This design comes from an exercise in tuning for small area on the open sky130 flow, not from production work.
The RTL was checked by simulation tests, not by an equivalence proof against the original design.
Power figures rest on the tool's default switching activity, not on a simulated workload.

==> module linked_list_fsm, before the edit <==
module linked_list_fsm #(
    parameter MAX_NODES         = 32,
    parameter MAX_DISPLAY_COUNT = 7,
    parameter TWO_SECONDS_COUNT = 15
)(
    input  wire clk,
    input  wire BTNC,
    input  wire [7:0] SW_data,
    input  wire [2:0] SW_op,
    output reg  LED0,
    output reg  LED1,
    output wire [6:0] seg,
    output wire [3:0] an
);
    localparam [3:0] S_IDLE            = 4'd0,
                     S_INSERT_H        = 4'd1,
                     S_INSERT_T_START  = 4'd2,
                     S_INSERT_T_FIND   = 4'd3,
                     S_INSERT_T_FINISH = 4'd4,
                     S_DELETE_START    = 4'd5,
                     S_DELETE_FIND     = 4'd6,
                     S_DELETE_FINISH   = 4'd7,
                     S_TRAVERSE_START  = 4'd8,
                     S_TRAVERSE_SHOW   = 4'd9,
                     S_ERROR_OVF       = 4'd10,    
                     S_ERROR_UNF       = 4'd11;    
    reg [3:0] state, next_state;
    reg [5:0] len;       
    reg [5:0] cap;       
    reg [5:0] k;         
    reg [2:0] cnt;       
    reg [2:0] prev_op;
    reg op_pending;
    wire op_changed = (SW_op != prev_op);
    always @(posedge clk or posedge BTNC) begin
        if (BTNC) op_pending <= 1'b0;
        else if (op_changed) op_pending <= 1'b1;
        else if (state != S_IDLE) op_pending <= 1'b0;
    end
    always @(posedge clk or posedge BTNC) begin
        if (BTNC) prev_op <= 3'b000;
        else if (op_changed) prev_op <= SW_op;
    end
    wire full    = (len == cap);
    wire empty   = (len == 6'd0);
    wire at_end  = (k == len);
    wire [7:0] cur;
    wire match   = (cur == SW_data);
    always @(*) begin
        next_state = state;
        case (state)
            S_IDLE:
                if (op_pending) begin
                    case (SW_op)
                        3'b100: next_state = S_INSERT_H;
                        3'b101: next_state = S_INSERT_T_START;
                        3'b110: next_state = S_DELETE_START;
                        3'b111: next_state = S_TRAVERSE_START;
                        default: next_state = S_IDLE;
                    endcase
                end
            S_INSERT_H:        next_state = full ? S_ERROR_OVF : S_IDLE;
            S_INSERT_T_START:  next_state = full ? S_ERROR_OVF : (empty ? S_INSERT_H : S_INSERT_T_FIND);
            S_INSERT_T_FIND:   next_state = at_end ? S_INSERT_T_FINISH : S_INSERT_T_FIND;
            S_INSERT_T_FINISH: next_state = S_IDLE;
            S_DELETE_START:    next_state = empty ? S_ERROR_UNF : S_DELETE_FIND;
            S_DELETE_FIND:     next_state = (at_end || match) ? S_DELETE_FINISH : S_DELETE_FIND;
            S_DELETE_FINISH:   next_state = at_end ? S_ERROR_UNF : S_IDLE;
            S_TRAVERSE_START:  next_state = empty ? S_IDLE : S_TRAVERSE_SHOW;
            S_TRAVERSE_SHOW:   next_state = at_end ? S_IDLE : S_TRAVERSE_SHOW;
            S_ERROR_OVF,
            S_ERROR_UNF:       next_state = ({k[0], cnt} == 4'd15) ? S_IDLE : state;
            default:           next_state = S_IDLE;
        endcase
        LED0 = (state == S_ERROR_OVF);
        LED1 = (state == S_ERROR_UNF);
    end
    wire in_error    = (state == S_ERROR_OVF) | (state == S_ERROR_UNF);
    wire enter_error = ~in_error & ((next_state == S_ERROR_OVF) | (next_state == S_ERROR_UNF));
    wire rotate  = (state == S_INSERT_T_FIND);
    wire do_head = ((state == S_INSERT_H) | ((state == S_INSERT_T_START) & ~empty)) & ~full;
    wire do_del  = (state == S_DELETE_FINISH) & ~at_end & match;
    always @(posedge clk or posedge BTNC) begin
        if (BTNC) begin
            state  <= S_IDLE;
            len    <= 6'd0;
            cap    <= 6'd32;
        end else begin
            state <= next_state;
            if ((state == S_INSERT_T_START) & ~full & empty)
                cap <= cap - 6'd1;
            if (((state == S_INSERT_H) & ~full) | (state == S_INSERT_T_FINISH)) len <= len + 6'd1;
            else if (do_del)                                                   len <= len - 6'd1;
        end
    end
    always @(posedge clk) begin
        case (state)
            S_INSERT_T_START: k <= 6'd1;
            S_DELETE_START, S_TRAVERSE_START: begin k <= 6'd0; cnt <= 3'd0; end
            S_INSERT_T_FIND:  k <= inc[8:3];
            S_DELETE_FIND:    if (!(at_end || match)) k <= inc[8:3];
            S_TRAVERSE_SHOW:  {k, cnt} <= inc;
            S_ERROR_OVF,
            S_ERROR_UNF:      {k[0], cnt} <= inc[3:0];
            default: ;
        endcase
        if (enter_error) begin
            k[0] <= 1'b0;
            cnt  <= 3'd0;
        end
    end
    wire step_k = (state == S_INSERT_T_FIND) | (state == S_DELETE_FIND);
    wire [8:0] inc = {k, cnt | {3{step_k}}} + 9'd1;
    wire [255:0] q;
    wire [31:0]  rsel;
    wire [4:0]   raddr = rotate ? len[4:0] : k[4:0];
    ll_decode dec_r (.a(raddr), .onehot(rsel));
    ll_read rdmux (.sel(rsel), .q(q), .d(cur));
    wire shr = do_head | rotate;
    wire [31:0] sl, sh;
    ll_sel sel (.a(k[4:0]), .shr(shr), .del(do_del), .sl(sl), .sh(sh));
    genvar p;
    generate
        for (p = 0; p < 32; p = p + 1) begin : slot
            if (p == 0) begin : s0
                ll_slot0 s (
                    .clk(clk), .sn(do_head), .sr(rotate), .sl(sl[0]), .sh(sh[0]),
                    .n(SW_data), .r(cur), .b(q[15:8]), .q(q[7:0])
                );
            end else if (p == 31) begin : s31
                ll_slot1 s (
                    .clk(clk), .sr(shr), .sh(sh[31]), .a(q[8*30 +: 8]), .q(q[8*31 +: 8])
                );
            end else begin : sm
                ll_slot2 s (
                    .clk(clk), .sr(shr), .sl(sl[p]), .sh(sh[p]),
                    .a(q[8*(p-1) +: 8]), .b(q[8*(p+1) +: 8]), .q(q[8*p +: 8])
                );
            end
        end
    endgenerate
    seven_segment_driver display (
        .clk(clk),
        .reset(BTNC),
        .show((state == S_TRAVERSE_SHOW) && !at_end),
        .data_in(cur),
        .seg(seg),
        .an(an)
    );
endmodule
Settings: LEC_CHECK=0, CAP_MARGIN=20, CORE_MARGIN=2, CORE_UTILIZATION=40, SLEW_MARGIN=20, SYNTH_HIERARCHICAL=1; clock period 10.0 ns.
standard.sh (not shown) runs the stock make flow with config.mk's settings and CLKGATE_MAP_FILE= SYNTH_SCRIPT=/design/flow/synth_recipe.tcl, a recipe that flattens the netlist after the stock synthesis.
==> flow/flow/run.sh <==
#!/bin/bash
# Layout flow: the standard flow (standard.sh) with three changes:
#  1. after the standard synthesis, combinational cells that the mapper
#     upsized are put back to drive strength 1 (timing repair later sizes
#     up whatever needs it; registers are left as synthesis made them);
#  2. port buffers use the smallest buffer cell;
#  3. clock tree synthesis clusters sinks more coarsely and inserts no
#     dummy loads.
# Each step's output goes to a log file of its own in this folder.
set -euo pipefail
export BUFFER_PORTS_ARGS="-buffer_cell sky130_fd_sc_hd__buf_1"
export CTS_ARGS="-sink_clustering_enable -repair_clock_nets -dont_use_dummy_load -sink_clustering_size 22 -sink_clustering_max_diameter 80 -buf_list sky130_fd_sc_hd__clkbuf_16"
RES=$PWD/orfs/results/sky130hd/linked_list_fsm/base

bash standard.sh synth > synth.log 2>&1
python3 flow/downsize.py "$RES/1_2_yosys.v" > downsize.log 2>&1
rm -f "$RES/1_synth.odb" "$RES/1_synth.sdc"
bash standard.sh finish > finish.log 2>&1
==> flow/flow/downsize.py <==
# Put combinational cells of the synthesized netlist back to drive strength 1
# where the library has that size and it is smaller. Registers, latches and
# clock cells are left alone.
import os, re, sys

net = sys.argv[1]
lib = os.path.join(os.environ.get('FLOW_HOME', '/OpenROAD-flow-scripts/flow'),
                   'platforms/sky130hd/lib/sky130_fd_sc_hd__tt_025C_1v80.lib')
text = open(lib).read()
area = {c: float(a) for c, a in re.findall(
    r'cell \("?(sky130_fd_sc_hd__\w+)"?\)\s*\{.*?area\s*:\s*([\d.]+)', text, re.S)}
skip = re.compile(r'__(df|edf|sdf|dl|clk|lpflow|probe|conb|tap|fill|decap|diode)')

src = open(net).read()
count = {}
def swap(cell):
    mm = re.match(r'(sky130_fd_sc_hd__\w+?)_(\d+)$', cell)
    if not mm or skip.search(cell):
        return cell
    small = mm.group(1) + '_1'
    if small != cell and small in area and area[small] < area.get(cell, 0):
        count[cell] = count.get(cell, 0) + 1
        return small
    return cell
out = re.sub(r'(?m)^(\s*)(sky130_fd_sc_hd__\w+)(\s)',
             lambda m: m.group(1) + swap(m.group(2)) + m.group(3), src)
open(net, 'w').write(out)
for c, n in sorted(count.items()):
    print(f'{c} -> _1: {n}')
print('cells resized:', sum(count.values()))
Rerun with:
--- a/flow/design.v
+++ b/flow/design.v
@@ -97,13 +97,13 @@
         if (BTNC) op_pending <= 1'b0;
         else if (op_changed) op_pending <= 1'b1;
         else if (state != S_IDLE) op_pending <= 1'b0;
     end
     always @(posedge clk or posedge BTNC) begin
         if (BTNC) prev_op <= 3'b000;
-        else if (op_changed) prev_op <= SW_op;
+        else prev_op <= SW_op;       
     end
     wire full    = (len == cap);
     wire empty   = (len == 6'd0);
     wire at_end  = (k == len);
     wire [7:0] cur;
     wire match   = (cur == SW_data);
After rerunning:
- The new run produced a clean layout
- sequential power increases by about 6%
- area after synthesis hardly moves
- worst hold slack improves by 0.0047 ns
- design area increases by 0.35%
- core utilization increases by 0.15 points
- final cell count is about the same
- total power increases by 5.6%
- non-clock buffer count increases by 1
- wire length decreases by 4.1%
- die area is about the same
- fmax increases by 2.0%
- worst setup slack improves by 0.16 ns
- synthesized cell count stays flat
- count of clock-buffer cells in the layout stays the same

==> static timing again, ports no longer ideal <==
No port has a modelled driver above. Below, the same layouts with a new extraction and two added sets of constraints.
Step 1: set_driving_cell puts a clkbuf_16 on clk and a buf_2 on each other input, an assumption about the parent block.
Step 2 times the ports against the registers' clock, not the clock port: input delays grow and output delays shrink by t, the midpoint of the rising clock arrivals with the driver on.
a / b / c = ideal / step 1 / step 2; a / b = the first two.
run | t, ns | setup slack, ns | pins driven straight from the clock port
the first run | 0.558 | 2.014 / 1.959 / 2.517 | 1
the second run | 0.559 | 2.171 / 2.116 / 2.676 | 1
After both steps every run listed still meets setup and hold.
